Source: an optimization exercise on an open RTL-to-GDS flow (aim: small area). Production flows keep margins and buffers that such runs may drop.
Function was not checked in any run shown here: the RTL went through the layout flow alone.

===== flow/constraint.sdc =====
create_clock -name core_clock -period 7.0 [get_ports {clk}]
set_input_delay 1.4000 -clock core_clock [delete_from_list [all_inputs] [get_ports {clk}]]
set_output_delay 1.4000 -clock core_clock [all_outputs]
set_load 0.01 [all_outputs]

===== flow/config.mk =====
export PLATFORM = sky130hd
export DESIGN_NAME = cordic_vectoring_top
export DESIGN_NICKNAME = cordic_vectoring_top
export VERILOG_FILES = /design/flow/design.v
export SDC_FILE = /design/flow/constraint.sdc
export NUM_CORES = 4
export LEC_CHECK = 0
export ABC_AREA = 1
export CAP_MARGIN = 20
export CORE_MARGIN = 2
export CORE_UTILIZATION = 50
export PLACE_DENSITY = 0.65
export SLEW_MARGIN = 20

===== flow/run.sh =====
#!/bin/bash
# synth_recipe.tcl (not shown) runs the flow's synth.tcl, then flattens the netlist and writes it again
# the make line also repeats each setting of config.mk as NAME=value (left out here)
make -C /OpenROAD-flow-scripts/flow DESIGN_CONFIG=/design/flow/config.mk WORK_HOME=/design/flow/orfs CLKGATE_MAP_FILE= SYNTH_SCRIPT=/design/flow/synth_recipe.tcl finish

===== flow/design.v =====
`timescale 1ns / 1ps
module cordic_vectoring_top #(parameter data_width=16,cordic_steps=16,angle_width=20)(
    input clk,
    input nreset,
    input enable,
    input signed [data_width-1:0] x_vec_in,
    input signed [data_width-1:0] y_vec_in,
    output wire signed [data_width-1:0] x_vec_out,
    output [cordic_steps-1:0] micro_rotation,
    output signed [angle_width-1:0] angle,
    output done
    );
    wire sx0 = x_vec_in[15], sy0 = y_vec_in[15];
    wire [15:0] ux = x_vec_in ^ {16{sx0}};
    wire [15:0] uy = y_vec_in ^ {16{sy0}};
    wire [15:0] ax = ux + {15'd0, sx0};
    wire [15:0] x_1, y_1;
    cv_add_sk #(16) a0x (.a(ax), .b(uy), .ci(sy0), .s(x_1));
    wire [15:0] axm = ax - {15'd0, sy0};
    cv_add_sk #(16) a0y (.a(uy), .b(~axm), .ci(1'b1), .s(y_1));
    wire n_1 = y_1[15];
    wire [14:0] z_1 = y_1[14:0] ^ {15{n_1}};
    wire [1:0] q_1 = {sx0, sx0 ^ sy0};    
    wire v_1 = nreset & enable;
    wire [15:0] m_1 = 16'd1;
    wire [15:0] x_2;
    cv_add_sk #(16) ax_2 (.a(x_1), .b({2'd0, z_1[14:1]}), .ci(n_1), .s(x_2));
    wire signed [15:0] xs_2 = $signed(x_1) >>> 1;
    wire [15:0] w_2;
    cv_add_sk #(16) aw_2 (.a({1'b0, z_1}), .b(~xs_2), .ci(1'b1), .s(w_2));
    wire n_2 = n_1 ^ w_2[15];
    wire [14:0] z_2 = w_2[14:0] ^ {15{w_2[15]}};
    wire [15:0] m_2 = m_1 | {14'd0, ~n_1, 1'd0};
    wire [1:0] q_2 = q_1;
    wire v_2 = v_1;
    reg [15:0] xr_2; reg [14:0] zr_2; reg nr_2; reg [1:0] qr_2; reg vr_2;
    reg [1:1] mr_2;
    always @(posedge clk) begin
        xr_2 <= x_2; zr_2 <= z_2; nr_2 <= n_2; qr_2 <= q_2;
        mr_2 <= m_2[1:1];
        vr_2 <= nreset & v_2;
    end
    wire [15:0] x_3;
    cv_add_sk #(16) ax_3 (.a(xr_2), .b({3'd0, zr_2[14:2]}), .ci(nr_2), .s(x_3));
    wire signed [15:0] xs_3 = $signed(xr_2) >>> 2;
    wire [15:0] w_3;
    cv_add_sk #(16) aw_3 (.a({1'b0, zr_2}), .b(~xs_3), .ci(1'b1), .s(w_3));
    wire n_3 = nr_2 ^ w_3[15];
    wire [14:0] z_3 = w_3[14:0] ^ {15{w_3[15]}};
    wire [15:0] m_3 = {14'd0, mr_2, 1'b1} | {13'd0, ~nr_2, 2'd0};
    wire [1:0] q_3 = qr_2;
    wire v_3 = vr_2;
    wire [15:0] x_4;
    cv_add_sk #(16) ax_4 (.a(x_3), .b({4'd0, z_3[14:3]}), .ci(n_3), .s(x_4));
    wire signed [15:0] xs_4 = $signed(x_3) >>> 3;
    wire [15:0] w_4;
    cv_add_sk #(16) aw_4 (.a({1'b0, z_3}), .b(~xs_4), .ci(1'b1), .s(w_4));
    wire n_4 = n_3 ^ w_4[15];
    wire [14:0] z_4 = w_4[14:0] ^ {15{w_4[15]}};
    wire [15:0] m_4 = m_3 | {12'd0, ~n_3, 3'd0};
    wire [1:0] q_4 = q_3;
    wire v_4 = v_3;
    wire [15:0] x_5;
    cv_add_sk #(16) ax_5 (.a(x_4), .b({5'd0, z_4[14:4]}), .ci(n_4), .s(x_5));
    wire signed [15:0] xs_5 = $signed(x_4) >>> 4;
    wire [15:0] w_5;
    cv_add_sk #(16) aw_5 (.a({1'b0, z_4}), .b(~xs_5), .ci(1'b1), .s(w_5));
    wire n_5 = n_4 ^ w_5[15];
    wire [14:0] z_5 = w_5[14:0] ^ {15{w_5[15]}};
    wire [15:0] m_5 = m_4 | {11'd0, ~n_4, 4'd0};
    wire [1:0] q_5 = q_4;
    wire v_5 = v_4;
    reg [15:0] xr_5; reg [14:0] zr_5; reg nr_5; reg [1:0] qr_5; reg vr_5;
    reg [4:1] mr_5;
    always @(posedge clk) begin
        xr_5 <= x_5; zr_5 <= z_5; nr_5 <= n_5; qr_5 <= q_5;
        mr_5 <= m_5[4:1];
        vr_5 <= nreset & v_5;
    end
    wire [15:0] x_6;
    cv_add_sk #(16) ax_6 (.a(xr_5), .b({6'd0, zr_5[14:5]}), .ci(nr_5), .s(x_6));
    wire signed [15:0] xs_6 = $signed(xr_5) >>> 5;
    wire [15:0] w_6;
    cv_add_sk #(16) aw_6 (.a({1'b0, zr_5}), .b(~xs_6), .ci(1'b1), .s(w_6));
    wire n_6 = nr_5 ^ w_6[15];
    wire [14:0] z_6 = w_6[14:0] ^ {15{w_6[15]}};
    wire [15:0] m_6 = {11'd0, mr_5, 1'b1} | {10'd0, ~nr_5, 5'd0};
    wire [1:0] q_6 = qr_5;
    wire v_6 = vr_5;
    wire [15:0] x_7;
    cv_add_sk #(16) ax_7 (.a(x_6), .b({7'd0, z_6[14:6]}), .ci(n_6), .s(x_7));
    wire signed [15:0] xs_7 = $signed(x_6) >>> 6;
    wire [15:0] w_7;
    cv_add_sk #(16) aw_7 (.a({1'b0, z_6}), .b(~xs_7), .ci(1'b1), .s(w_7));
    wire n_7 = n_6 ^ w_7[15];
    wire [14:0] z_7 = w_7[14:0] ^ {15{w_7[15]}};
    wire [15:0] m_7 = m_6 | {9'd0, ~n_6, 6'd0};
    wire [1:0] q_7 = q_6;
    wire v_7 = v_6;
    wire [15:0] x_8;
    cv_add_sk #(16) ax_8 (.a(x_7), .b({8'd0, z_7[14:7]}), .ci(n_7), .s(x_8));
    wire signed [15:0] xs_8 = $signed(x_7) >>> 7;
    wire [15:0] w_8;
    cv_add_sk #(16) aw_8 (.a({1'b0, z_7}), .b(~xs_8), .ci(1'b1), .s(w_8));
    wire n_8 = n_7 ^ w_8[15];
    wire [14:0] z_8 = w_8[14:0] ^ {15{w_8[15]}};
    wire [15:0] m_8 = m_7 | {8'd0, ~n_7, 7'd0};
    wire [1:0] q_8 = q_7;
    wire v_8 = v_7;
    reg [15:0] xr_8; reg [14:0] zr_8; reg nr_8; reg [1:0] qr_8; reg vr_8;
    reg [7:1] mr_8;
    always @(posedge clk) begin
        xr_8 <= x_8; zr_8 <= z_8; nr_8 <= n_8; qr_8 <= q_8;
        mr_8 <= m_8[7:1];
        vr_8 <= nreset & v_8;
    end
    wire [15:0] x_9;
    cv_add_sk #(16) ax_9 (.a(xr_8), .b({9'd0, zr_8[14:8]}), .ci(nr_8), .s(x_9));
    wire signed [15:0] xs_9 = $signed(xr_8) >>> 8;
    wire [15:0] w_9;
    cv_add_sk #(16) aw_9 (.a({1'b0, zr_8}), .b(~xs_9), .ci(1'b1), .s(w_9));
    wire n_9 = nr_8 ^ w_9[15];
    wire [14:0] z_9 = w_9[14:0] ^ {15{w_9[15]}};
    wire [15:0] m_9 = {8'd0, mr_8, 1'b1} | {7'd0, ~nr_8, 8'd0};
    wire [1:0] q_9 = qr_8;
    wire v_9 = vr_8;
    wire [15:0] x_10;
    cv_add_sk #(16) ax_10 (.a(x_9), .b({10'd0, z_9[14:9]}), .ci(n_9), .s(x_10));
    wire signed [15:0] xs_10 = $signed(x_9) >>> 9;
    wire [15:0] w_10;
    cv_add_sk #(16) aw_10 (.a({1'b0, z_9}), .b(~xs_10), .ci(1'b1), .s(w_10));
    wire n_10 = n_9 ^ w_10[15];
    wire [14:0] z_10 = w_10[14:0] ^ {15{w_10[15]}};
    wire [15:0] m_10 = m_9 | {6'd0, ~n_9, 9'd0};
    wire [1:0] q_10 = q_9;
    wire v_10 = v_9;
    wire [15:0] x_11;
    cv_add_sk #(16) ax_11 (.a(x_10), .b({11'd0, z_10[14:10]}), .ci(n_10), .s(x_11));
    wire signed [15:0] xs_11 = $signed(x_10) >>> 10;
    wire [15:0] w_11;
    cv_add_sk #(16) aw_11 (.a({1'b0, z_10}), .b(~xs_11), .ci(1'b1), .s(w_11));
    wire n_11 = n_10 ^ w_11[15];
    wire [14:0] z_11 = w_11[14:0] ^ {15{w_11[15]}};
    wire [15:0] m_11 = m_10 | {5'd0, ~n_10, 10'd0};
    wire [1:0] q_11 = q_10;
    wire v_11 = v_10;
    reg [15:0] xr_11; reg [14:0] zr_11; reg nr_11; reg [1:0] qr_11; reg vr_11;
    reg [10:1] mr_11;
    always @(posedge clk) begin
        xr_11 <= x_11; zr_11 <= z_11; nr_11 <= n_11; qr_11 <= q_11;
        mr_11 <= m_11[10:1];
        vr_11 <= nreset & v_11;
    end
    wire [15:0] x_12;
    cv_add_sk #(16) ax_12 (.a(xr_11), .b({12'd0, zr_11[14:11]}), .ci(nr_11), .s(x_12));
    wire signed [15:0] xs_12 = $signed(xr_11) >>> 11;
    wire [15:0] w_12;
    cv_add_sk #(16) aw_12 (.a({1'b0, zr_11}), .b(~xs_12), .ci(1'b1), .s(w_12));
    wire n_12 = nr_11 ^ w_12[15];
    wire [14:0] z_12 = w_12[14:0] ^ {15{w_12[15]}};
    wire [15:0] m_12 = {5'd0, mr_11, 1'b1} | {4'd0, ~nr_11, 11'd0};
    wire [1:0] q_12 = qr_11;
    wire v_12 = vr_11;
    wire [15:0] x_13;
    cv_add_sk #(16) ax_13 (.a(x_12), .b({13'd0, z_12[14:12]}), .ci(n_12), .s(x_13));
    wire signed [15:0] xs_13 = $signed(x_12) >>> 12;
    wire [15:0] w_13;
    cv_add_sk #(16) aw_13 (.a({1'b0, z_12}), .b(~xs_13), .ci(1'b1), .s(w_13));
    wire n_13 = n_12 ^ w_13[15];
    wire [14:0] z_13 = w_13[14:0] ^ {15{w_13[15]}};
    wire [15:0] m_13 = m_12 | {3'd0, ~n_12, 12'd0};
    wire [1:0] q_13 = q_12;
    wire v_13 = v_12;
    wire [15:0] x_14;
    cv_add_sk #(16) ax_14 (.a(x_13), .b({14'd0, z_13[14:13]}), .ci(n_13), .s(x_14));
    wire signed [15:0] xs_14 = $signed(x_13) >>> 13;
    wire [15:0] w_14;
    cv_add_sk #(16) aw_14 (.a({1'b0, z_13}), .b(~xs_14), .ci(1'b1), .s(w_14));
    wire n_14 = n_13 ^ w_14[15];
    wire [14:0] z_14 = w_14[14:0] ^ {15{w_14[15]}};
    wire [15:0] m_14 = m_13 | {2'd0, ~n_13, 13'd0};
    wire [1:0] q_14 = q_13;
    wire v_14 = v_13;
    reg [15:0] xr_14; reg [14:0] zr_14; reg nr_14; reg [1:0] qr_14; reg vr_14;
    reg [13:1] mr_14;
    always @(posedge clk) begin
        xr_14 <= x_14; zr_14 <= z_14; nr_14 <= n_14; qr_14 <= q_14;
        mr_14 <= m_14[13:1];
        vr_14 <= nreset & v_14;
    end
    wire [15:0] x_15;
    cv_add_sk #(16) ax_15 (.a(xr_14), .b({15'd0, zr_14[14:14]}), .ci(nr_14), .s(x_15));
    wire signed [15:0] xs_15 = $signed(xr_14) >>> 14;
    wire [15:0] w_15;
    cv_add_sk #(16) aw_15 (.a({1'b0, zr_14}), .b(~xs_15), .ci(1'b1), .s(w_15));
    wire n_15 = nr_14 ^ w_15[15];
    wire [14:0] z_15 = w_15[14:0] ^ {15{w_15[15]}};
    wire [15:0] m_15 = {2'd0, mr_14, 1'b1} | {1'd0, ~nr_14, 14'd0};
    wire [1:0] q_15 = qr_14;
    wire v_15 = vr_14;
    wire [15:0] x_16;
    assign x_16 = x_15 + {15'd0, n_15};
    wire [15:0] m_16 = m_15 | {~n_15, 15'd0};
    wire [1:0] q_16 = q_15;
    wire v_16 = v_15;
    reg [15:0] xr_16, mr_16; reg [1:0] qr_16; reg vr_16;
    always @(posedge clk) begin xr_16 <= x_16; mr_16 <= m_16; qr_16 <= q_16; vr_16 <= nreset & v_16; end
    assign micro_rotation = mr_16;
    assign done = vr_16;
    wire mt_s0 = ~xr_16[0] ^ ~xr_16[2] ^ 1'b1;
    wire mt_c0 = (~xr_16[0] & ~xr_16[2]) | (~xr_16[0] & 1'b1) | (~xr_16[2] & 1'b1);
    wire mt_s1 = xr_16[0] ^ ~xr_16[3] ^ ~xr_16[5];
    wire mt_c1 = (xr_16[0] & ~xr_16[3]) | (xr_16[0] & ~xr_16[5]) | (~xr_16[3] & ~xr_16[5]);
    wire mt_s2 = xr_16[1] ^ ~xr_16[4] ^ ~xr_16[6];
    wire mt_c2 = (xr_16[1] & ~xr_16[4]) | (xr_16[1] & ~xr_16[6]) | (~xr_16[4] & ~xr_16[6]);
    wire mt_s3 = xr_16[0] ^ xr_16[2] ^ ~xr_16[5];
    wire mt_c3 = (xr_16[0] & xr_16[2]) | (xr_16[0] & ~xr_16[5]) | (xr_16[2] & ~xr_16[5]);
    wire mt_s4 = xr_16[1] ^ xr_16[3] ^ ~xr_16[6];
    wire mt_c4 = (xr_16[1] & xr_16[3]) | (xr_16[1] & ~xr_16[6]) | (xr_16[3] & ~xr_16[6]);
    wire mt_s5 = xr_16[2] ^ xr_16[4] ^ ~xr_16[7];
    wire mt_c5 = (xr_16[2] & xr_16[4]) | (xr_16[2] & ~xr_16[7]) | (xr_16[4] & ~xr_16[7]);
    wire mt_s6 = xr_16[3] ^ xr_16[5] ^ ~xr_16[8];
    wire mt_c6 = (xr_16[3] & xr_16[5]) | (xr_16[3] & ~xr_16[8]) | (xr_16[5] & ~xr_16[8]);
    wire mt_s7 = xr_16[4] ^ xr_16[6] ^ ~xr_16[9];
    wire mt_c7 = (xr_16[4] & xr_16[6]) | (xr_16[4] & ~xr_16[9]) | (xr_16[6] & ~xr_16[9]);
    wire mt_s8 = xr_16[5] ^ xr_16[7] ^ ~xr_16[10];
    wire mt_c8 = (xr_16[5] & xr_16[7]) | (xr_16[5] & ~xr_16[10]) | (xr_16[7] & ~xr_16[10]);
    wire mt_s9 = xr_16[6] ^ xr_16[8] ^ ~xr_16[11];
    wire mt_c9 = (xr_16[6] & xr_16[8]) | (xr_16[6] & ~xr_16[11]) | (xr_16[8] & ~xr_16[11]);
    wire mt_s10 = xr_16[7] ^ xr_16[9] ^ ~xr_16[12];
    wire mt_c10 = (xr_16[7] & xr_16[9]) | (xr_16[7] & ~xr_16[12]) | (xr_16[9] & ~xr_16[12]);
    wire mt_s11 = xr_16[8] ^ xr_16[10] ^ ~xr_16[13];
    wire mt_c11 = (xr_16[8] & xr_16[10]) | (xr_16[8] & ~xr_16[13]) | (xr_16[10] & ~xr_16[13]);
    wire mt_s12 = xr_16[9] ^ xr_16[11] ^ ~xr_16[14];
    wire mt_c12 = (xr_16[9] & xr_16[11]) | (xr_16[9] & ~xr_16[14]) | (xr_16[11] & ~xr_16[14]);
    wire mt_s13 = xr_16[10] ^ xr_16[12] ^ ~xr_16[15];
    wire mt_c13 = (xr_16[10] & xr_16[12]) | (xr_16[10] & ~xr_16[15]) | (xr_16[12] & ~xr_16[15]);
    wire mt_s14 = xr_16[12] ^ xr_16[14] ^ 1'b1;
    wire mt_c14 = (xr_16[12] & xr_16[14]) | (xr_16[12] & 1'b1) | (xr_16[14] & 1'b1);
    wire mt_s15 = xr_16[13] ^ xr_16[15] ^ 1'b1;
    wire mt_c15 = (xr_16[13] & xr_16[15]) | (xr_16[13] & 1'b1) | (xr_16[15] & 1'b1);
    wire mt_s16 = mt_c0 ^ ~xr_16[1] ^ ~xr_16[3];
    wire mt_c16 = (mt_c0 & ~xr_16[1]) | (mt_c0 & ~xr_16[3]) | (~xr_16[1] & ~xr_16[3]);
    wire mt_s17 = mt_c2 ^ mt_s3 ^ ~xr_16[7];
    wire mt_c17 = (mt_c2 & mt_s3) | (mt_c2 & ~xr_16[7]) | (mt_s3 & ~xr_16[7]);
    wire mt_s18 = mt_c3 ^ mt_s4 ^ ~xr_16[8];
    wire mt_c18 = (mt_c3 & mt_s4) | (mt_c3 & ~xr_16[8]) | (mt_s4 & ~xr_16[8]);
    wire mt_s19 = mt_c4 ^ mt_s5 ^ ~xr_16[9];
    wire mt_c19 = (mt_c4 & mt_s5) | (mt_c4 & ~xr_16[9]) | (mt_s5 & ~xr_16[9]);
    wire mt_s20 = mt_c5 ^ mt_s6 ^ ~xr_16[10];
    wire mt_c20 = (mt_c5 & mt_s6) | (mt_c5 & ~xr_16[10]) | (mt_s6 & ~xr_16[10]);
    wire mt_s21 = mt_c6 ^ mt_s7 ^ ~xr_16[11];
    wire mt_c21 = (mt_c6 & mt_s7) | (mt_c6 & ~xr_16[11]) | (mt_s7 & ~xr_16[11]);
    wire mt_s22 = mt_c7 ^ mt_s8 ^ ~xr_16[12];
    wire mt_c22 = (mt_c7 & mt_s8) | (mt_c7 & ~xr_16[12]) | (mt_s8 & ~xr_16[12]);
    wire mt_s23 = mt_c8 ^ mt_s9 ^ ~xr_16[13];
    wire mt_c23 = (mt_c8 & mt_s9) | (mt_c8 & ~xr_16[13]) | (mt_s9 & ~xr_16[13]);
    wire mt_s24 = mt_c9 ^ mt_s10 ^ ~xr_16[14];
    wire mt_c24 = (mt_c9 & mt_s10) | (mt_c9 & ~xr_16[14]) | (mt_s10 & ~xr_16[14]);
    wire mt_s25 = mt_c10 ^ mt_s11 ^ ~xr_16[15];
    wire mt_c25 = (mt_c10 & mt_s11) | (mt_c10 & ~xr_16[15]) | (mt_s11 & ~xr_16[15]);
    wire mt_s26 = mt_c11 ^ mt_s12 ^ 1'b1;
    wire mt_c26 = (mt_c11 & mt_s12) | (mt_c11 & 1'b1) | (mt_s12 & 1'b1);
    wire mt_s27 = mt_c12 ^ mt_s13 ^ 1'b1;
    wire mt_c27 = (mt_c12 & mt_s13) | (mt_c12 & 1'b1) | (mt_s13 & 1'b1);
    wire mt_s28 = mt_c13 ^ xr_16[11] ^ xr_16[13];
    wire mt_c28 = (mt_c13 & xr_16[11]) | (mt_c13 & xr_16[13]) | (xr_16[11] & xr_16[13]);
    wire mt_s29 = mt_c15 ^ xr_16[14] ^ 1'b1;
    wire mt_c29 = (mt_c15 & xr_16[14]) | (mt_c15 & 1'b1) | (xr_16[14] & 1'b1);
    wire mt_s30 = mt_c16 ^ ~xr_16[2] ^ ~xr_16[4];
    wire mt_c30 = (mt_c16 & ~xr_16[2]) | (mt_c16 & ~xr_16[4]) | (~xr_16[2] & ~xr_16[4]);
    wire mt_s31 = mt_c29 ^ xr_16[15] ^ 1'b1;
    wire mt_c31 = (mt_c29 & xr_16[15]) | (mt_c29 & 1'b1) | (xr_16[15] & 1'b1);
    wire [23:0] mp_a = {mt_c31, mt_s31, mt_s29, mt_c14, mt_c28, mt_c27, mt_c26, mt_c25, mt_c24, mt_c23, mt_c22, mt_c21, mt_c20, mt_c19, mt_c18, mt_c17, mt_s17, mt_c1, mt_c30, mt_s30, mt_s16, mt_s0, ~xr_16[1], ~xr_16[0]};
    wire [23:0] mp_b = {1'b1, 1'b0, 1'b0, mt_s15, mt_s14, mt_s28, mt_s27, mt_s26, mt_s25, mt_s24, mt_s23, mt_s22, mt_s21, mt_s20, mt_s19, mt_s18, 1'b0, mt_s2, mt_s1, 1'b0, 1'b0, 1'b0, 1'b0, 1'b1};
    wire [23:0] mp_r;
    cv_add_ks #(24) mp_add (.a(mp_a), .b(mp_b), .ci(1'b0), .s(mp_r));
    assign x_vec_out = mp_r[23:8];
    wire neg = qr_16[0];
    wire [13:1] mq = mr_16[13:1] ^ {13{neg}};
    reg [19:0] kq;
    always @* case (qr_16) 2'd0: kq = 20'hff8ff; 2'd1: kq = 20'hfb8ff; 2'd2: kq = 20'hf78ff; default: kq = 20'h038ff; endcase
    wire at_s32 = mq[2] ^ mq[3] ^ mq[4];
    wire at_c32 = (mq[2] & mq[3]) | (mq[2] & mq[4]) | (mq[3] & mq[4]);
    wire at_s33 = mq[5] ^ mq[7] ^ mq[11];
    wire at_c33 = (mq[5] & mq[7]) | (mq[5] & mq[11]) | (mq[7] & mq[11]);
    wire at_s34 = mq[2] ^ mq[4] ^ mq[6];
    wire at_c34 = (mq[2] & mq[4]) | (mq[2] & mq[6]) | (mq[4] & mq[6]);
    wire at_s35 = mq[10] ^ mq[12] ^ 1'b1;
    wire at_c35 = (mq[10] & mq[12]) | (mq[10] & 1'b1) | (mq[12] & 1'b1);
    wire at_s36 = mq[1] ^ mq[5] ^ mq[9];
    wire at_c36 = (mq[1] & mq[5]) | (mq[1] & mq[9]) | (mq[5] & mq[9]);
    wire at_s37 = mq[2] ^ mq[4] ^ mq[8];
    wire at_c37 = (mq[2] & mq[4]) | (mq[2] & mq[8]) | (mq[4] & mq[8]);
    wire at_s38 = mq[2] ^ mq[3] ^ mq[7];
    wire at_c38 = (mq[2] & mq[3]) | (mq[2] & mq[7]) | (mq[3] & mq[7]);
    wire at_s39 = mq[1] ^ mq[2] ^ mq[6];
    wire at_c39 = (mq[1] & mq[2]) | (mq[1] & mq[6]) | (mq[2] & mq[6]);
    wire at_s40 = mq[1] ^ mq[2] ^ mq[5];
    wire at_c40 = (mq[1] & mq[2]) | (mq[1] & mq[5]) | (mq[2] & mq[5]);
    wire at_s41 = mq[1] ^ mq[2] ^ mq[4];
    wire at_c41 = (mq[1] & mq[2]) | (mq[1] & mq[4]) | (mq[2] & mq[4]);
    wire at_s42 = mq[2] ^ mq[3] ^ mq[5];
    wire at_c42 = (mq[2] & mq[3]) | (mq[2] & mq[5]) | (mq[3] & mq[5]);
    wire at_s43 = at_s32 ^ at_s33 ^ mq[13];
    wire at_c43 = (at_s32 & at_s33) | (at_s32 & mq[13]) | (at_s33 & mq[13]);
    wire at_s44 = at_c32 ^ at_c33 ^ at_s34;
    wire at_c44 = (at_c32 & at_c33) | (at_c32 & at_s34) | (at_c33 & at_s34);
    wire at_s45 = at_c34 ^ at_c35 ^ at_s36;
    wire at_c45 = (at_c34 & at_c35) | (at_c34 & at_s36) | (at_c35 & at_s36);
    wire at_s46 = at_c36 ^ at_s37 ^ mq[10];
    wire at_c46 = (at_c36 & at_s37) | (at_c36 & mq[10]) | (at_s37 & mq[10]);
    wire at_s47 = at_c37 ^ at_s38 ^ mq[9];
    wire at_c47 = (at_c37 & at_s38) | (at_c37 & mq[9]) | (at_s38 & mq[9]);
    wire at_s48 = at_c38 ^ at_s39 ^ mq[8];
    wire at_c48 = (at_c38 & at_s39) | (at_c38 & mq[8]) | (at_s39 & mq[8]);
    wire at_s49 = at_c39 ^ at_s40 ^ mq[7];
    wire at_c49 = (at_c39 & at_s40) | (at_c39 & mq[7]) | (at_s40 & mq[7]);
    wire at_s50 = at_c40 ^ at_s41 ^ mq[6];
    wire at_c50 = (at_c40 & at_s41) | (at_c40 & mq[6]) | (at_s41 & mq[6]);
    wire at_s51 = at_c42 ^ mq[1] ^ mq[4];
    wire at_c51 = (at_c42 & mq[1]) | (at_c42 & mq[4]) | (mq[1] & mq[4]);
    wire at_s52 = at_c43 ^ at_s44 ^ at_s35;
    wire at_c52 = (at_c43 & at_s44) | (at_c43 & at_s35) | (at_s44 & at_s35);
    wire at_s53 = at_c44 ^ at_s45 ^ mq[11];
    wire at_c53 = (at_c44 & at_s45) | (at_c44 & mq[11]) | (at_s45 & mq[11]);
    wire at_s54 = at_c45 ^ at_s46 ^ 1'b1;
    wire at_c54 = (at_c45 & at_s46) | (at_c45 & 1'b1) | (at_s46 & 1'b1);
    wire at_s55 = at_c46 ^ at_s47 ^ 1'b1;
    wire at_c55 = (at_c46 & at_s47) | (at_c46 & 1'b1) | (at_s47 & 1'b1);
    wire at_s56 = at_c47 ^ at_s48 ^ 1'b1;
    wire at_c56 = (at_c47 & at_s48) | (at_c47 & 1'b1) | (at_s48 & 1'b1);
    wire at_s57 = at_c48 ^ at_s49 ^ 1'b1;
    wire at_c57 = (at_c48 & at_s49) | (at_c48 & 1'b1) | (at_s49 & 1'b1);
    wire at_s58 = at_c50 ^ at_c41 ^ at_s42;
    wire at_c58 = (at_c50 & at_c41) | (at_c50 & at_s42) | (at_c41 & at_s42);
    wire at_s59 = at_c51 ^ mq[3] ^ 1'b1;
    wire at_c59 = (at_c51 & mq[3]) | (at_c51 & 1'b1) | (mq[3] & 1'b1);
    wire at_s60 = at_c52 ^ at_s53 ^ 1'b1;
    wire at_c60 = (at_c52 & at_s53) | (at_c52 & 1'b1) | (at_s53 & 1'b1);
    wire at_s61 = at_c57 ^ at_c49 ^ at_s50;
    wire at_c61 = (at_c57 & at_c49) | (at_c57 & at_s50) | (at_c49 & at_s50);
    wire at_s62 = at_c59 ^ mq[2] ^ 1'b1;
    wire at_c62 = (at_c59 & mq[2]) | (at_c59 & 1'b1) | (mq[2] & 1'b1);
    wire at_s63 = at_c60 ^ at_c53 ^ at_s54;
    wire at_c63 = (at_c60 & at_c53) | (at_c60 & at_s54) | (at_c53 & at_s54);
    wire at_s64 = at_c62 ^ mq[1] ^ 1'b1;
    wire at_c64 = (at_c62 & mq[1]) | (at_c62 & 1'b1) | (mq[1] & 1'b1);
    wire at_s65 = at_c63 ^ at_c54 ^ at_s55;
    wire at_c65 = (at_c63 & at_c54) | (at_c63 & at_s55) | (at_c54 & at_s55);
    wire at_s66 = at_c65 ^ at_c55 ^ at_s56;
    wire at_c66 = (at_c65 & at_c55) | (at_c65 & at_s56) | (at_c55 & at_s56);
    wire at_s67 = at_c66 ^ at_c56 ^ at_s57;
    wire at_c67 = (at_c66 & at_c56) | (at_c66 & at_s57) | (at_c56 & at_s57);
    wire [19:0] ap_a = {kq[19], kq[18], kq[17], kq[16], kq[15], at_c64, at_s64, at_s62, at_s59, at_c58, at_c61, at_c67, at_s67, at_s66, at_s65, at_s63, at_s60, at_s52, at_s43, 1'b1};
    wire [19:0] ap_b = {1'b0, 1'b0, 1'b0, 1'b0, 1'b0, kq[14], 1'b0, 1'b0, 1'b0, at_s51, at_s58, at_s61, 1'b0, 1'b0, 1'b0, 1'b0, 1'b0, 1'b0, 1'b1, 1'b0};
    wire [19:0] ap_r;
    cv_add_ks #(20) ap_add (.a(ap_a), .b(ap_b), .ci(1'b0), .s(ap_r));
    assign angle = ap_r;
endmodule
module cv_add_ks #(parameter W=16) (input [W-1:0] a, input [W-1:0] b, input ci, output [W-1:0] s);
    reg [W-1:0] p, g, pp, gg;
    integer i, j;
    always @* begin
        p = a ^ b;
        g = a & b;
        gg = g; pp = p;
        gg[0] = g[0] | (p[0] & ci);
        for (i = 0; (1 << i) < W; i = i + 1)
            for (j = W - 1; j >= (1 << i); j = j - 1) begin
                gg[j] = gg[j] | pp[j] & gg[j - (1 << i)];
                pp[j] = pp[j] & pp[j - (1 << i)];
            end
    end
    assign s = p ^ {gg[W-2:0], ci};
endmodule
module cv_add_sk #(parameter W=16) (input [W-1:0] a, input [W-1:0] b, input ci, output [W-1:0] s);
    reg [W-1:0] p, g, pp, gg;
    integer i, j;
    always @* begin
        p = a ^ b;
        g = a & b;
        gg = g; pp = p;
        gg[0] = g[0] | (p[0] & ci);
        for (i = 0; (1 << i) < W; i = i + 1)
            for (j = 0; j < W; j = j + 1)
                if (j & (1 << i)) begin
                    gg[j] = gg[j] | pp[j] & gg[((j >> i) << i) - 1];
                    pp[j] = pp[j] & pp[((j >> i) << i) - 1];
                end
    end
    assign s = p ^ {gg[W-2:0], ci};
endmodule

==> flow_summary_export.csv, run 1 <==
group,metric,value,unit
run_status,outcome,"complete, but fails checks",
run_status,check.faults,"negative setup slack",
logic_synthesis,netlist_top_cells_area,"sky130_fd_sc_hd__dfxtp_1, sky130_fd_sc_hd__ha_1, sky130_fd_sc_hd__fa_1",
critical_path,critical_path_class,"reg2out",
clock_network,clkLatencyLatePin,570,ps
sta,tns,-710,ps
critical_path,worstReg2RegEnd,"zr_11[14]$_DFF_P_",
critical_path,cell_with_the_largest_stage_delay_on_the_worst_path,"sky130_fd_sc_hd__fa_2",
placed_design,detailedPlacementHpwl,51600,um
cells_and_area,post_route_cells_drive_above_1_share,19.7,%
clock_network,cts_buffer_depth,3,
critical_path,worst_ep_required_time,5600,ps
clock_network,cts_tree,"done",
critical_path,crit_path_launch_type,"flip-flop",
sta,grt_setup_unrepaired,"true",
global_route,first_pass_grt_wire_length,101000,um
hold_path,holdCritPathClass,"reg2reg",
detailed_routing,vias,21500,
detailed_routing,met3_wirelength,1370,um
detailed_routing,drt_first_pass_iters,6,
cells_and_area,finish.instance_area,0.0325,sq mm
logic_synthesis,netlist_instances,3257,
logic_synthesis,post_synth_cell_types,60,
hold_path,whs_path_depth,0,
cells_and_area,filler_cells,4377,
logic_synthesis,largest_family_of_logic_cells_by_synthesized_area,"adder cells",
critical_path,worst-r2r-setup-slack,410,ps
logic_synthesis,synth_mux_area_share,0,%
sta,max_slew.worst_pin.slew,643,ps
cells_and_area,area_delta_synth_final,24.7,%
floorplan,core_area,0.0514,sq mm
placed_design,postPlaceCellArea,0.0301,sq mm
detailed_routing,violation_count_after_the_first_detailed_route_iteration,833,
clock_network,cts_root_buffer,"sky130_fd_sc_hd__clkbuf_16",
critical_path,r2r_cells,51,
clock_network,cts_buffers,28,
clock_network,clk_pin_slew_worst_paths,60,ps
critical_path,worstSetupEndpointType,"output port",
logic_synthesis,synth_compound_gate_area_share,6.84,%
floorplan,rows,83,
detailed_routing,met2_length,31100,um
placed_design,port_buffers,85,
sta,timing.final.max_slew_violations,0,
detailed_routing,wire_per_inst,13.8,um
hold_path,hold_end,"mr_11[4]$_DFF_P_",
sta,period_share,102,%
logic_synthesis,post_synthesis_share_of_cell_area_spent_on_and_or_nand_and_nor_gates,17.5,%
critical_path,timing.critical_path.mode_cell,"sky130_fd_sc_hd__fa_2",
sta,worst_setup_slack_after_layout,-145,ps
logic_synthesis,synth_enable_flop_cells,0,
critical_path,reg2reg_from,"xr_8[8]$_DFF_P_",
critical_path,cp.arrival,5740,ps
logic_synthesis,synthesis.yosys.warnings,4,
sta,final_hold_viol_count,0,
clock_network,ctsHtreeMaxLevel,1,
global_route,grt_max_degree,17,
detailed_routing,detail_route.wirelength.met1,26400,um
global_route,grt_pass1_vias,22100,
detailed_routing,top_signal_layer_used,"met4",
cells_and_area,final_core_util,63.2,%
floorplan,initial_utilization,50.7,%
sta,fmaxAchievable,140,MHz
logic_synthesis,syn-mean-instance-area,8.00,sq um
floorplan,fp.dieW,232,um
logic_synthesis,synthAdderAreaFrac,29.5,%
floorplan,dieArea,0.0540,sq mm
floorplan,ios,88,
detailed_routing,drt-total-wl,60800,um
clock_network,clkSinkCount,244,
flow_run,drv_cap,0,
logic_synthesis,synthTopCellsByCount,"sky130_fd_sc_hd__inv_1, sky130_fd_sc_hd__nand2_1, sky130_fd_sc_hd__ha_1",
sta,hold_ws,303,ps
detailed_routing,drc,0,
logic_synthesis,synth_xor_xnor_area_share,17.5,%
cells_and_area,n_antenna_cell,0,
global_route,antenna_found_initial,0,
sta,setup_failing_eps_final,7,
logic_synthesis,synth_area_leader_cell,"sky130_fd_sc_hd__dfxtp_1",
global_route,globalRoute.totalOverflow,0,
sta,worst_slew_margin_rel,56.9,%
floorplan,chip_height,232,um
critical_path,cp_max_stage_delay,580,ps
detailed_routing,avg_vias_per_cell,4.87,
logic_synthesis,synth_flop_cell,"sky130_fd_sc_hd__dfxtp_1",
placed_design,gp_congestion,0.922,
logic_synthesis,yosysTopAreaCellShare,18.7,%
critical_path,critPathMaxFanout,5,
sta,timing.clock.skew,27.3,ps
global_route,total_grt_usage,22.6,%
sta,clock_period_minus_worst_slack,7140,ps
detailed_routing,antenna_left,0,
logic_synthesis,post-synth-top-count-cell,"sky130_fd_sc_hd__inv_1",
cells_and_area,nets,4256,
clock_network,cts_hold_buffers,0,
logic_synthesis,postSynth.asyncResetShare,0,%
logic_synthesis,mappedNetlistArea,0.0261,sq mm
hold_path,min-delay-start,"mr_8[4]$_DFF_P_",
logic_synthesis,synth-seq-area-share,18.7,%
logic_synthesis,ys_seq_elements,244,
-- final cells by class --
cell class	instances	area (sq um)	share of cell area (%)
clock inverter	16	216	0.666
clock buffer	35	777	2.39
sequential	244	4900	15.1
multi-input combinational	2359	19700	60.7
timing repair buffer	442	3650	11.2
inverter	629	2360	7.28
tap	680	851	2.62
-- registers in the layout, indices dropped and copies added, names as in the netlist, 4 cells and up --
signal,count
xr_11,16
xr_14,16
xr_16,16
xr_2,16
xr_5,16
xr_8,16
mr_16,15
zr_11,15
zr_14,15
zr_2,15
zr_5,15
zr_8,15
mr_14,13
mr_11,10
mr_8,7
mr_5,4
-- repair_timing --
action                                  in CTS  in global routing
setup buffers                                7                 32
cloned                                       0                  2
resized for setup                           83                238
endpoints found under the setup margin      75                127
pin swaps                                   20                 88
-- metrics by stage --
stage	instances	worst slack [ps]
global route	4405	-397
detailed placement	4316	-584
CTS	4374	-195
floorplan	3258	39.1
global placement	4316	-402
finish	4405	-145
-- critical path: cells and delay by family, from the launching register on --
family | cells | cell delay [ps]
flip-flops | 1 | 370
adder cells (fa/ha/maj) | 9 | 3230
AND/OR/NAND/NOR | 6 | 510
buffers and inverters | 7 | 630
XOR/XNOR | 2 | 280
AO/OA/AOI/OAI | 1 | 160
-- cells by family after synthesis --
kind of cell,after synthesis
AOI/OAI and AO/OA,299
xor gates and xnor gates,504
adders and majority gates,517
buffers and inverters,656
DFF,244
other,1
and+or+nand+nor,1036
-- how the worst max path moves through the flow --
stage / end / cells after the start / slack (ps) / startpoint
2_1_floorplan: angle[17] / 24 / 40 / qr_16[0]$_DFF_P_
3_3_place_gp: xr_2[13]$_DFF_P_ / 34 / -400 / x_vec_in[15]
3_5_place_dp: zr_2[13]$_DFF_P_ / 40 / -580 / x_vec_in[15]
4_1_cts: angle[16] / 24 / -200 / qr_16[0]$_DFF_P_
5_1_grt: angle[18] / 24 / -400 / qr_16[0]$_DFF_P_
6_report: angle[14] / 25 / -140 / qr_16[0]$_DFF_P_
-- routing by layer --
layer  global-route usage (%)  up-vias
met5                        0        -
met4                     6.45        0
met3                     2.20      111
met2                     42.8      254
met1                     26.8    10000
li1                         -    11100
-- layout by cell type, fill, tap and decap left out, drive strengths merged, types with 7 or more instances in the layout --
cell,count
a211oi,10
a21boi,7
a21o,29
a21oi,151
a31oi,9
buf,366
clkbuf,36
clkdlybuf4s50,70
dfxtp,244
fa,164
ha,353
inv,630
nand2,644
nand3,165
nand3b,12
nand4,25
nor2,133
nor3,25
nor4,7
o21ai,50
o21bai,16
or2,22
xnor2,184
xor2,320
==> run 2, diff against run 1 <==
--- a/flow/design.v
+++ b/flow/design.v
@@ -23,33 +23,31 @@
     wire [1:0] q_1 = {sx0, sx0 ^ sy0};    
     wire v_1 = nreset & enable;
     wire [15:0] m_1 = 16'd1;
+    reg [15:0] xr_1; reg [14:0] zr_1; reg nr_1; reg [1:0] qr_1; reg vr_1;
+    always @(posedge clk) begin
+        xr_1 <= x_1; zr_1 <= z_1; nr_1 <= n_1; qr_1 <= q_1;
+        vr_1 <= nreset & v_1;
+    end
     wire [15:0] x_2;
-    cv_add_sk #(16) ax_2 (.a(x_1), .b({2'd0, z_1[14:1]}), .ci(n_1), .s(x_2));
-    wire signed [15:0] xs_2 = $signed(x_1) >>> 1;
+    cv_add_sk #(16) ax_2 (.a(xr_1), .b({2'd0, zr_1[14:1]}), .ci(nr_1), .s(x_2));
+    wire signed [15:0] xs_2 = $signed(xr_1) >>> 1;
     wire [15:0] w_2;
-    cv_add_sk #(16) aw_2 (.a({1'b0, z_1}), .b(~xs_2), .ci(1'b1), .s(w_2));
-    wire n_2 = n_1 ^ w_2[15];
+    cv_add_sk #(16) aw_2 (.a({1'b0, zr_1}), .b(~xs_2), .ci(1'b1), .s(w_2));
+    wire n_2 = nr_1 ^ w_2[15];
     wire [14:0] z_2 = w_2[14:0] ^ {15{w_2[15]}};
-    wire [15:0] m_2 = m_1 | {14'd0, ~n_1, 1'd0};
-    wire [1:0] q_2 = q_1;
-    wire v_2 = v_1;
-    reg [15:0] xr_2; reg [14:0] zr_2; reg nr_2; reg [1:0] qr_2; reg vr_2;
-    reg [1:1] mr_2;
-    always @(posedge clk) begin
-        xr_2 <= x_2; zr_2 <= z_2; nr_2 <= n_2; qr_2 <= q_2;
-        mr_2 <= m_2[1:1];
-        vr_2 <= nreset & v_2;
-    end
+    wire [15:0] m_2 = 16'd1 | {14'd0, ~nr_1, 1'd0};
+    wire [1:0] q_2 = qr_1;
+    wire v_2 = vr_1;
     wire [15:0] x_3;
-    cv_add_sk #(16) ax_3 (.a(xr_2), .b({3'd0, zr_2[14:2]}), .ci(nr_2), .s(x_3));
-    wire signed [15:0] xs_3 = $signed(xr_2) >>> 2;
+    cv_add_sk #(16) ax_3 (.a(x_2), .b({3'd0, z_2[14:2]}), .ci(n_2), .s(x_3));
+    wire signed [15:0] xs_3 = $signed(x_2) >>> 2;
     wire [15:0] w_3;
-    cv_add_sk #(16) aw_3 (.a({1'b0, zr_2}), .b(~xs_3), .ci(1'b1), .s(w_3));
-    wire n_3 = nr_2 ^ w_3[15];
+    cv_add_sk #(16) aw_3 (.a({1'b0, z_2}), .b(~xs_3), .ci(1'b1), .s(w_3));
+    wire n_3 = n_2 ^ w_3[15];
     wire [14:0] z_3 = w_3[14:0] ^ {15{w_3[15]}};
-    wire [15:0] m_3 = {14'd0, mr_2, 1'b1} | {13'd0, ~nr_2, 2'd0};
-    wire [1:0] q_3 = qr_2;
-    wire v_3 = vr_2;
+    wire [15:0] m_3 = m_2 | {13'd0, ~n_2, 2'd0};
+    wire [1:0] q_3 = q_2;
+    wire v_3 = v_2;
     wire [15:0] x_4;
     cv_add_sk #(16) ax_4 (.a(x_3), .b({4'd0, z_3[14:3]}), .ci(n_3), .s(x_4));
     wire signed [15:0] xs_4 = $signed(x_3) >>> 3;
@@ -60,33 +58,33 @@
     wire [15:0] m_4 = m_3 | {12'd0, ~n_3, 3'd0};
     wire [1:0] q_4 = q_3;
     wire v_4 = v_3;
+    reg [15:0] xr_4; reg [14:0] zr_4; reg nr_4; reg [1:0] qr_4; reg vr_4;
+    reg [3:1] mr_4;
+    always @(posedge clk) begin
+        xr_4 <= x_4; zr_4 <= z_4; nr_4 <= n_4; qr_4 <= q_4;
+        mr_4 <= m_4[3:1];
+        vr_4 <= nreset & v_4;
+    end
     wire [15:0] x_5;
-    cv_add_sk #(16) ax_5 (.a(x_4), .b({5'd0, z_4[14:4]}), .ci(n_4), .s(x_5));
-    wire signed [15:0] xs_5 = $signed(x_4) >>> 4;
+    cv_add_sk #(16) ax_5 (.a(xr_4), .b({5'd0, zr_4[14:4]}), .ci(nr_4), .s(x_5));
+    wire signed [15:0] xs_5 = $signed(xr_4) >>> 4;
     wire [15:0] w_5;
-    cv_add_sk #(16) aw_5 (.a({1'b0, z_4}), .b(~xs_5), .ci(1'b1), .s(w_5));
-    wire n_5 = n_4 ^ w_5[15];
+    cv_add_sk #(16) aw_5 (.a({1'b0, zr_4}), .b(~xs_5), .ci(1'b1), .s(w_5));
+    wire n_5 = nr_4 ^ w_5[15];
     wire [14:0] z_5 = w_5[14:0] ^ {15{w_5[15]}};
-    wire [15:0] m_5 = m_4 | {11'd0, ~n_4, 4'd0};
-    wire [1:0] q_5 = q_4;
-    wire v_5 = v_4;
-    reg [15:0] xr_5; reg [14:0] zr_5; reg nr_5; reg [1:0] qr_5; reg vr_5;
-    reg [4:1] mr_5;
-    always @(posedge clk) begin
-        xr_5 <= x_5; zr_5 <= z_5; nr_5 <= n_5; qr_5 <= q_5;
-        mr_5 <= m_5[4:1];
-        vr_5 <= nreset & v_5;
-    end
+    wire [15:0] m_5 = {12'd0, mr_4, 1'b1} | {11'd0, ~nr_4, 4'd0};
+    wire [1:0] q_5 = qr_4;
+    wire v_5 = vr_4;
     wire [15:0] x_6;
-    cv_add_sk #(16) ax_6 (.a(xr_5), .b({6'd0, zr_5[14:5]}), .ci(nr_5), .s(x_6));
-    wire signed [15:0] xs_6 = $signed(xr_5) >>> 5;
+    cv_add_sk #(16) ax_6 (.a(x_5), .b({6'd0, z_5[14:5]}), .ci(n_5), .s(x_6));
+    wire signed [15:0] xs_6 = $signed(x_5) >>> 5;
     wire [15:0] w_6;
-    cv_add_sk #(16) aw_6 (.a({1'b0, zr_5}), .b(~xs_6), .ci(1'b1), .s(w_6));
-    wire n_6 = nr_5 ^ w_6[15];
+    cv_add_sk #(16) aw_6 (.a({1'b0, z_5}), .b(~xs_6), .ci(1'b1), .s(w_6));
+    wire n_6 = n_5 ^ w_6[15];
     wire [14:0] z_6 = w_6[14:0] ^ {15{w_6[15]}};
-    wire [15:0] m_6 = {11'd0, mr_5, 1'b1} | {10'd0, ~nr_5, 5'd0};
-    wire [1:0] q_6 = qr_5;
-    wire v_6 = vr_5;
+    wire [15:0] m_6 = m_5 | {10'd0, ~n_5, 5'd0};
+    wire [1:0] q_6 = q_5;
+    wire v_6 = v_5;
     wire [15:0] x_7;
     cv_add_sk #(16) ax_7 (.a(x_6), .b({7'd0, z_6[14:6]}), .ci(n_6), .s(x_7));
     wire signed [15:0] xs_7 = $signed(x_6) >>> 6;
@@ -97,33 +95,33 @@
     wire [15:0] m_7 = m_6 | {9'd0, ~n_6, 6'd0};
     wire [1:0] q_7 = q_6;
     wire v_7 = v_6;
+    reg [15:0] xr_7; reg [14:0] zr_7; reg nr_7; reg [1:0] qr_7; reg vr_7;
+    reg [6:1] mr_7;
+    always @(posedge clk) begin
+        xr_7 <= x_7; zr_7 <= z_7; nr_7 <= n_7; qr_7 <= q_7;
+        mr_7 <= m_7[6:1];
+        vr_7 <= nreset & v_7;
+    end
     wire [15:0] x_8;
-    cv_add_sk #(16) ax_8 (.a(x_7), .b({8'd0, z_7[14:7]}), .ci(n_7), .s(x_8));
-    wire signed [15:0] xs_8 = $signed(x_7) >>> 7;
+    cv_add_sk #(16) ax_8 (.a(xr_7), .b({8'd0, zr_7[14:7]}), .ci(nr_7), .s(x_8));
+    wire signed [15:0] xs_8 = $signed(xr_7) >>> 7;
     wire [15:0] w_8;
-    cv_add_sk #(16) aw_8 (.a({1'b0, z_7}), .b(~xs_8), .ci(1'b1), .s(w_8));
-    wire n_8 = n_7 ^ w_8[15];
+    cv_add_sk #(16) aw_8 (.a({1'b0, zr_7}), .b(~xs_8), .ci(1'b1), .s(w_8));
+    wire n_8 = nr_7 ^ w_8[15];
     wire [14:0] z_8 = w_8[14:0] ^ {15{w_8[15]}};
-    wire [15:0] m_8 = m_7 | {8'd0, ~n_7, 7'd0};
-    wire [1:0] q_8 = q_7;
-    wire v_8 = v_7;
-    reg [15:0] xr_8; reg [14:0] zr_8; reg nr_8; reg [1:0] qr_8; reg vr_8;
-    reg [7:1] mr_8;
-    always @(posedge clk) begin
-        xr_8 <= x_8; zr_8 <= z_8; nr_8 <= n_8; qr_8 <= q_8;
-        mr_8 <= m_8[7:1];
-        vr_8 <= nreset & v_8;
-    end
+    wire [15:0] m_8 = {9'd0, mr_7, 1'b1} | {8'd0, ~nr_7, 7'd0};
+    wire [1:0] q_8 = qr_7;
+    wire v_8 = vr_7;
     wire [15:0] x_9;
-    cv_add_sk #(16) ax_9 (.a(xr_8), .b({9'd0, zr_8[14:8]}), .ci(nr_8), .s(x_9));
-    wire signed [15:0] xs_9 = $signed(xr_8) >>> 8;
+    cv_add_sk #(16) ax_9 (.a(x_8), .b({9'd0, z_8[14:8]}), .ci(n_8), .s(x_9));
+    wire signed [15:0] xs_9 = $signed(x_8) >>> 8;
     wire [15:0] w_9;
-    cv_add_sk #(16) aw_9 (.a({1'b0, zr_8}), .b(~xs_9), .ci(1'b1), .s(w_9));
-    wire n_9 = nr_8 ^ w_9[15];
+    cv_add_sk #(16) aw_9 (.a({1'b0, z_8}), .b(~xs_9), .ci(1'b1), .s(w_9));
+    wire n_9 = n_8 ^ w_9[15];
     wire [14:0] z_9 = w_9[14:0] ^ {15{w_9[15]}};
-    wire [15:0] m_9 = {8'd0, mr_8, 1'b1} | {7'd0, ~nr_8, 8'd0};
-    wire [1:0] q_9 = qr_8;
-    wire v_9 = vr_8;
+    wire [15:0] m_9 = m_8 | {7'd0, ~n_8, 8'd0};
+    wire [1:0] q_9 = q_8;
+    wire v_9 = v_8;
     wire [15:0] x_10;
     cv_add_sk #(16) ax_10 (.a(x_9), .b({10'd0, z_9[14:9]}), .ci(n_9), .s(x_10));
     wire signed [15:0] xs_10 = $signed(x_9) >>> 9;
@@ -134,33 +132,33 @@
     wire [15:0] m_10 = m_9 | {6'd0, ~n_9, 9'd0};
     wire [1:0] q_10 = q_9;
     wire v_10 = v_9;
+    reg [15:0] xr_10; reg [14:0] zr_10; reg nr_10; reg [1:0] qr_10; reg vr_10;
+    reg [9:1] mr_10;
+    always @(posedge clk) begin
+        xr_10 <= x_10; zr_10 <= z_10; nr_10 <= n_10; qr_10 <= q_10;
+        mr_10 <= m_10[9:1];
+        vr_10 <= nreset & v_10;
+    end
     wire [15:0] x_11;
-    cv_add_sk #(16) ax_11 (.a(x_10), .b({11'd0, z_10[14:10]}), .ci(n_10), .s(x_11));
-    wire signed [15:0] xs_11 = $signed(x_10) >>> 10;
+    cv_add_sk #(16) ax_11 (.a(xr_10), .b({11'd0, zr_10[14:10]}), .ci(nr_10), .s(x_11));
+    wire signed [15:0] xs_11 = $signed(xr_10) >>> 10;
     wire [15:0] w_11;
-    cv_add_sk #(16) aw_11 (.a({1'b0, z_10}), .b(~xs_11), .ci(1'b1), .s(w_11));
-    wire n_11 = n_10 ^ w_11[15];
+    cv_add_sk #(16) aw_11 (.a({1'b0, zr_10}), .b(~xs_11), .ci(1'b1), .s(w_11));
+    wire n_11 = nr_10 ^ w_11[15];
     wire [14:0] z_11 = w_11[14:0] ^ {15{w_11[15]}};
-    wire [15:0] m_11 = m_10 | {5'd0, ~n_10, 10'd0};
-    wire [1:0] q_11 = q_10;
-    wire v_11 = v_10;
-    reg [15:0] xr_11; reg [14:0] zr_11; reg nr_11; reg [1:0] qr_11; reg vr_11;
-    reg [10:1] mr_11;
-    always @(posedge clk) begin
-        xr_11 <= x_11; zr_11 <= z_11; nr_11 <= n_11; qr_11 <= q_11;
-        mr_11 <= m_11[10:1];
-        vr_11 <= nreset & v_11;
-    end
+    wire [15:0] m_11 = {6'd0, mr_10, 1'b1} | {5'd0, ~nr_10, 10'd0};
+    wire [1:0] q_11 = qr_10;
+    wire v_11 = vr_10;
     wire [15:0] x_12;
-    cv_add_sk #(16) ax_12 (.a(xr_11), .b({12'd0, zr_11[14:11]}), .ci(nr_11), .s(x_12));
-    wire signed [15:0] xs_12 = $signed(xr_11) >>> 11;
+    cv_add_sk #(16) ax_12 (.a(x_11), .b({12'd0, z_11[14:11]}), .ci(n_11), .s(x_12));
+    wire signed [15:0] xs_12 = $signed(x_11) >>> 11;
     wire [15:0] w_12;
-    cv_add_sk #(16) aw_12 (.a({1'b0, zr_11}), .b(~xs_12), .ci(1'b1), .s(w_12));
-    wire n_12 = nr_11 ^ w_12[15];
+    cv_add_sk #(16) aw_12 (.a({1'b0, z_11}), .b(~xs_12), .ci(1'b1), .s(w_12));
+    wire n_12 = n_11 ^ w_12[15];
     wire [14:0] z_12 = w_12[14:0] ^ {15{w_12[15]}};
-    wire [15:0] m_12 = {5'd0, mr_11, 1'b1} | {4'd0, ~nr_11, 11'd0};
-    wire [1:0] q_12 = qr_11;
-    wire v_12 = vr_11;
+    wire [15:0] m_12 = m_11 | {4'd0, ~n_11, 11'd0};
+    wire [1:0] q_12 = q_11;
+    wire v_12 = v_11;
     wire [15:0] x_13;
     cv_add_sk #(16) ax_13 (.a(x_12), .b({13'd0, z_12[14:12]}), .ci(n_12), .s(x_13));
     wire signed [15:0] xs_13 = $signed(x_12) >>> 12;
@@ -171,33 +169,33 @@
     wire [15:0] m_13 = m_12 | {3'd0, ~n_12, 12'd0};
     wire [1:0] q_13 = q_12;
     wire v_13 = v_12;
+    reg [15:0] xr_13; reg [14:0] zr_13; reg nr_13; reg [1:0] qr_13; reg vr_13;
+    reg [12:1] mr_13;
+    always @(posedge clk) begin
+        xr_13 <= x_13; zr_13 <= z_13; nr_13 <= n_13; qr_13 <= q_13;
+        mr_13 <= m_13[12:1];
+        vr_13 <= nreset & v_13;
+    end
     wire [15:0] x_14;
-    cv_add_sk #(16) ax_14 (.a(x_13), .b({14'd0, z_13[14:13]}), .ci(n_13), .s(x_14));
-    wire signed [15:0] xs_14 = $signed(x_13) >>> 13;
+    cv_add_sk #(16) ax_14 (.a(xr_13), .b({14'd0, zr_13[14:13]}), .ci(nr_13), .s(x_14));
+    wire signed [15:0] xs_14 = $signed(xr_13) >>> 13;
     wire [15:0] w_14;
-    cv_add_sk #(16) aw_14 (.a({1'b0, z_13}), .b(~xs_14), .ci(1'b1), .s(w_14));
-    wire n_14 = n_13 ^ w_14[15];
+    cv_add_sk #(16) aw_14 (.a({1'b0, zr_13}), .b(~xs_14), .ci(1'b1), .s(w_14));
+    wire n_14 = nr_13 ^ w_14[15];
     wire [14:0] z_14 = w_14[14:0] ^ {15{w_14[15]}};
-    wire [15:0] m_14 = m_13 | {2'd0, ~n_13, 13'd0};
-    wire [1:0] q_14 = q_13;
-    wire v_14 = v_13;
-    reg [15:0] xr_14; reg [14:0] zr_14; reg nr_14; reg [1:0] qr_14; reg vr_14;
-    reg [13:1] mr_14;
-    always @(posedge clk) begin
-        xr_14 <= x_14; zr_14 <= z_14; nr_14 <= n_14; qr_14 <= q_14;
-        mr_14 <= m_14[13:1];
-        vr_14 <= nreset & v_14;
-    end
+    wire [15:0] m_14 = {3'd0, mr_13, 1'b1} | {2'd0, ~nr_13, 13'd0};
+    wire [1:0] q_14 = qr_13;
+    wire v_14 = vr_13;
     wire [15:0] x_15;
-    cv_add_sk #(16) ax_15 (.a(xr_14), .b({15'd0, zr_14[14:14]}), .ci(nr_14), .s(x_15));
-    wire signed [15:0] xs_15 = $signed(xr_14) >>> 14;
+    cv_add_sk #(16) ax_15 (.a(x_14), .b({15'd0, z_14[14:14]}), .ci(n_14), .s(x_15));
+    wire signed [15:0] xs_15 = $signed(x_14) >>> 14;
     wire [15:0] w_15;
-    cv_add_sk #(16) aw_15 (.a({1'b0, zr_14}), .b(~xs_15), .ci(1'b1), .s(w_15));
-    wire n_15 = nr_14 ^ w_15[15];
+    cv_add_sk #(16) aw_15 (.a({1'b0, z_14}), .b(~xs_15), .ci(1'b1), .s(w_15));
+    wire n_15 = n_14 ^ w_15[15];
     wire [14:0] z_15 = w_15[14:0] ^ {15{w_15[15]}};
-    wire [15:0] m_15 = {2'd0, mr_14, 1'b1} | {1'd0, ~nr_14, 14'd0};
-    wire [1:0] q_15 = qr_14;
-    wire v_15 = vr_14;
+    wire [15:0] m_15 = m_14 | {1'd0, ~n_14, 14'd0};
+    wire [1:0] q_15 = q_14;
+    wire v_15 = v_14;
     wire [15:0] x_16;
     assign x_16 = x_15 + {15'd0, n_15};
     wire [15:0] m_16 = m_15 | {~n_15, 15'd0};
==> run 2 against run 1 <==
Against the previous run:
- the layout still fails its checks (negative setup slack)
- utilization shrank 3.1 points
- via count shrank 0.68%
- final area shrank 5.3%
- non-clock buffer count shrank 182
- wire length shrank 4.5%
- critical path type unchanged
- sequential share of layout area grew 0.53 points
- clock-buffer cell count grew 5
- flip-flop and latch count shrank 5
- die area shrank 0.69%
- hold slack gained 9.2 ps
- worst setup slack gained 62 ps
==> flow_summary_export.csv, run 2 <==
group,metric,value,unit
run_status,outcome,"complete, but fails checks",
run_status,check.faults,"negative setup slack",
logic_synthesis,synth_enable_flop_cells,0,
placed_design,detailedPlacementHpwl,48600,um
detailed_routing,wire_per_inst,13.6,um
sta,clock_period_minus_worst_slack,7080,ps
logic_synthesis,netlist_top_cells_area,"sky130_fd_sc_hd__dfxtp_1, sky130_fd_sc_hd__ha_1, sky130_fd_sc_hd__fa_1",
logic_synthesis,syn-mean-instance-area,7.84,sq um
logic_synthesis,postSynth.asyncResetShare,0,%
placed_design,pre_cts_slack,-399,ps
logic_synthesis,netlist_instances,3300,
critical_path,critPathMaxFanout,4,
cells_and_area,nets,4116,
sta,fmaxAchievable,141,MHz
clock_network,clkSinkCount,239,
floorplan,ios,88,
critical_path,worst_ep_required_time,5600,ps
sta,grt_setup_unrepaired,"true",
detailed_routing,antenna_left,0,
clock_network,ctsHtreeMaxLevel,1,
clock_network,cts_tree,"done",
logic_synthesis,yosysTopAreaCellShare,18.5,%
floorplan,dieArea,0.0536,sq mm
hold_path,holdCritPathClass,"reg2reg",
detailed_routing,violation_count_after_the_first_detailed_route_iteration,693,
cells_and_area,finish.instance_area,0.0308,sq mm
placed_design,gp_congestion,0.894,
sta,timing.final.max_slew_violations,0,
global_route,grt_max_degree,19,
detailed_routing,avg_vias_per_cell,5.00,
clock_network,clk_pin_slew_worst_paths,60,ps
logic_synthesis,post_synth_cell_types,51,
clock_network,cts_buffer_depth,3,
cells_and_area,n_antenna_cell,0,
critical_path,cp.arrival,5680,ps
logic_synthesis,ys_seq_elements,239,
cells_and_area,area_delta_synth_final,18.9,%
critical_path,crit_path_launch_type,"flip-flop",
logic_synthesis,synth_area_leader_cell,"sky130_fd_sc_hd__dfxtp_1",
floorplan,fp.dieW,231,um
logic_synthesis,synth-seq-area-share,18.5,%
sta,worst_slew_margin_rel,59.6,%
logic_synthesis,synth_flop_cell,"sky130_fd_sc_hd__dfxtp_1",
flow_run,drv_cap,0,
logic_synthesis,mappedNetlistArea,0.0259,sq mm
detailed_routing,drt-total-wl,58100,um
sta,max_slew.worst_pin.slew,600,ps
cells_and_area,final_cell_mix,"sky130_fd_sc_hd__nand2_1, sky130_fd_sc_hd__inv_1, sky130_fd_sc_hd__ha_1",
floorplan,chip_height,231,um
sta,worst_setup_slack_after_layout,-82.7,ps
detailed_routing,vias,21300,
global_route,total_grt_usage,21.4,%
detailed_routing,drt_first_pass_iters,5,
global_route,globalRoute.totalOverflow,0,
cells_and_area,post_route_cells_drive_above_1_share,13.6,%
sta,final_hold_viol_count,0,
global_route,antenna_found_initial,0,
clock_network,clkLatencyLatePin,560,ps
detailed_routing,drc,0,
placed_design,postPlaceCellArea,0.0284,sq mm
sta,timing.clock.skew,31.7,ps
sta,period_share,101,%
critical_path,critical_path_class,"reg2out",
clock_network,cts_root_buffer,"sky130_fd_sc_hd__clkbuf_16",
floorplan,rows,83,
global_route,grt_pass1_vias,21500,
critical_path,worstSetupEndpointType,"output port",
clock_network,cts_buffers,28,
floorplan,core_area,0.0512,sq mm
logic_synthesis,synthesis.yosys.warnings,4,
cells_and_area,layout.cells.most_common,"sky130_fd_sc_hd__nand2_1",
global_route,first_pass_grt_wire_length,96900,um
logic_synthesis,post-synth-top-count-cell,"sky130_fd_sc_hd__nand2_1",
sta,setup_failing_eps_final,4,
logic_synthesis,synthTopCellsByCount,"sky130_fd_sc_hd__nand2_1, sky130_fd_sc_hd__inv_1, sky130_fd_sc_hd__ha_1",
placed_design,port_buffers,85,
floorplan,initial_utilization,50.5,%
[run 2: changes by cell type after synthesis, sizes merged, moves of 7 or more]
| cell | change |
|---|---|
| nand2 | +42 |
| nand4 | +8 |
| or2 | -7 |
| xnor2 | -20 |
| o21ai | -10 |
| nand3b | +24 |
| nand3 | +54 |
| inv | -40 |
[run 2: final timing paths]
path                     from               end  slack, ps  cells after the start
max          qr_16[0]$_DFF_P_         angle[16]        -80                     24
min          qr_10[1]$_DFF_P_  qr_13[1]$_DFF_P_        310                      0
max reg2reg  xr_7[15]$_DFF_P_  zr_10[8]$_DFF_P_        310                     45
min reg2reg  qr_10[1]$_DFF_P_  qr_13[1]$_DFF_P_        310                      0
[run 2: metrics by stage]
step | setup TNS (ps) | instances | hold WS [ps] | util, %
final | -244 | 4258 | 312 | 60.1
after global routing | -6370 | 4258 | 327 | 60.1
after CTS | -370 | 4209 | 321 | 57.6
after detailed placement | -6810 | 4153 | 312 | 55.4
after global placement | -1830 | 4153 | 311 | 55.4
after floorplan | 0 | 3301 | 310 | -
[run 2: per-layer routing]
| layer | vias to the layer above | global-route usage [%] | part of all wire (%) |
|---|---|---|---|
| met2 | 240 | 42.0 | 53 |
| met1 | 10000 | 24.4 | 42 |
| met3 | 86 | 1.82 | 2.2 |
| li1 | 10900 | - | - |
| met4 | 0 | 6.09 | 2.5 |
| met5 | - | 0 | 0 |
[run 2: kinds of logic after synthesis]
family	after synthesis	synth area share, %
xor gates and xnor gates	489	16.6
other	1	0.0145
DFF	239	18.5
buffers and inverters	620	9.30
and+or+nand+nor	1160	19.6
adders and majority gates	518	29.9
AOI/OAI and AO/OA	273	6.16
[run 2: cell type report]
class                           count  area [sq um]
Clock buffer                       40           797
Tap cell                          680           851
Sequential cell                   239          4800
Fill cell                        4519         20400
Clock inverter                      5          81.3
Timing Repair Buffer              260          2250
Multi-Input combinational cell   2445         19800
Inverter                          589          2220
[run 2: critical path: stages, from the launching register on]
cell and delay, ps:
sky130_fd_sc_hd__dfxtp_4 370, sky130_fd_sc_hd__buf_12 150, sky130_fd_sc_hd__xnor2_4 140, sky130_fd_sc_hd__fa_2 580, sky130_fd_sc_hd__inv_2 40, sky130_fd_sc_hd__fa_1 490
sky130_fd_sc_hd__fa_2 350, sky130_fd_sc_hd__inv_2 70, sky130_fd_sc_hd__ha_4 120, sky130_fd_sc_hd__inv_2 30, sky130_fd_sc_hd__fa_2 330, sky130_fd_sc_hd__fa_2 340
sky130_fd_sc_hd__fa_2 350, sky130_fd_sc_hd__fa_2 360, sky130_fd_sc_hd__ha_4 280, sky130_fd_sc_hd__nand2_2 50, sky130_fd_sc_hd__inv_2 50, sky130_fd_sc_hd__nand4_1 80
sky130_fd_sc_hd__nand2_1 130, sky130_fd_sc_hd__a21oi_2 80, sky130_fd_sc_hd__nor4_2 210, sky130_fd_sc_hd__a21oi_1 130, sky130_fd_sc_hd__nor2_1 170, sky130_fd_sc_hd__a21oi_1 70
sky130_fd_sc_hd__buf_2 150
[run 2: repair_timing]
| action | CTS | global route |
|---|---|---|
| pin swaps | 25 | 63 |
| setup endpoints to repair | 52 | 112 |
| buffers inserted | 11 | 46 |
| resized for setup | 82 | 233 |
| hold buffers | 0 | 0 |
| cloned | 0 | 5 |

what the ideal ports hide:
The flow's constraints put no driver on any port. The routed layouts listed below were extracted and timed again, unchanged, in two steps.
Step 1: set_driving_cell puts a clkbuf_16 on clk and a buf_2 on each other input, an assumption about the parent block.
Step 2 moves the port delays by t, midway between the first and last clock arrival at a register: inputs arrive t later, outputs are due t later. That takes back most of the time a late clock gives input paths.
Slacks: no drivers / after step 1 / after step 2; pairs: no drivers / after step 1.
| run | t, ns | setup slack, ns | worst setup path after step 2 | cell pins on the clock port's net |
|---|---|---|---|---|
| run 1 | 0.617 | -0.145 / -0.204 / -0.277 | input to register | 1 |
| run 2 | 0.609 | -0.083 / -0.145 / 0.308 | register to register | 1 |
The setup slack of run 1, which loses most, moves by -0.059 ns with the drivers and by -0.132 ns with both steps.
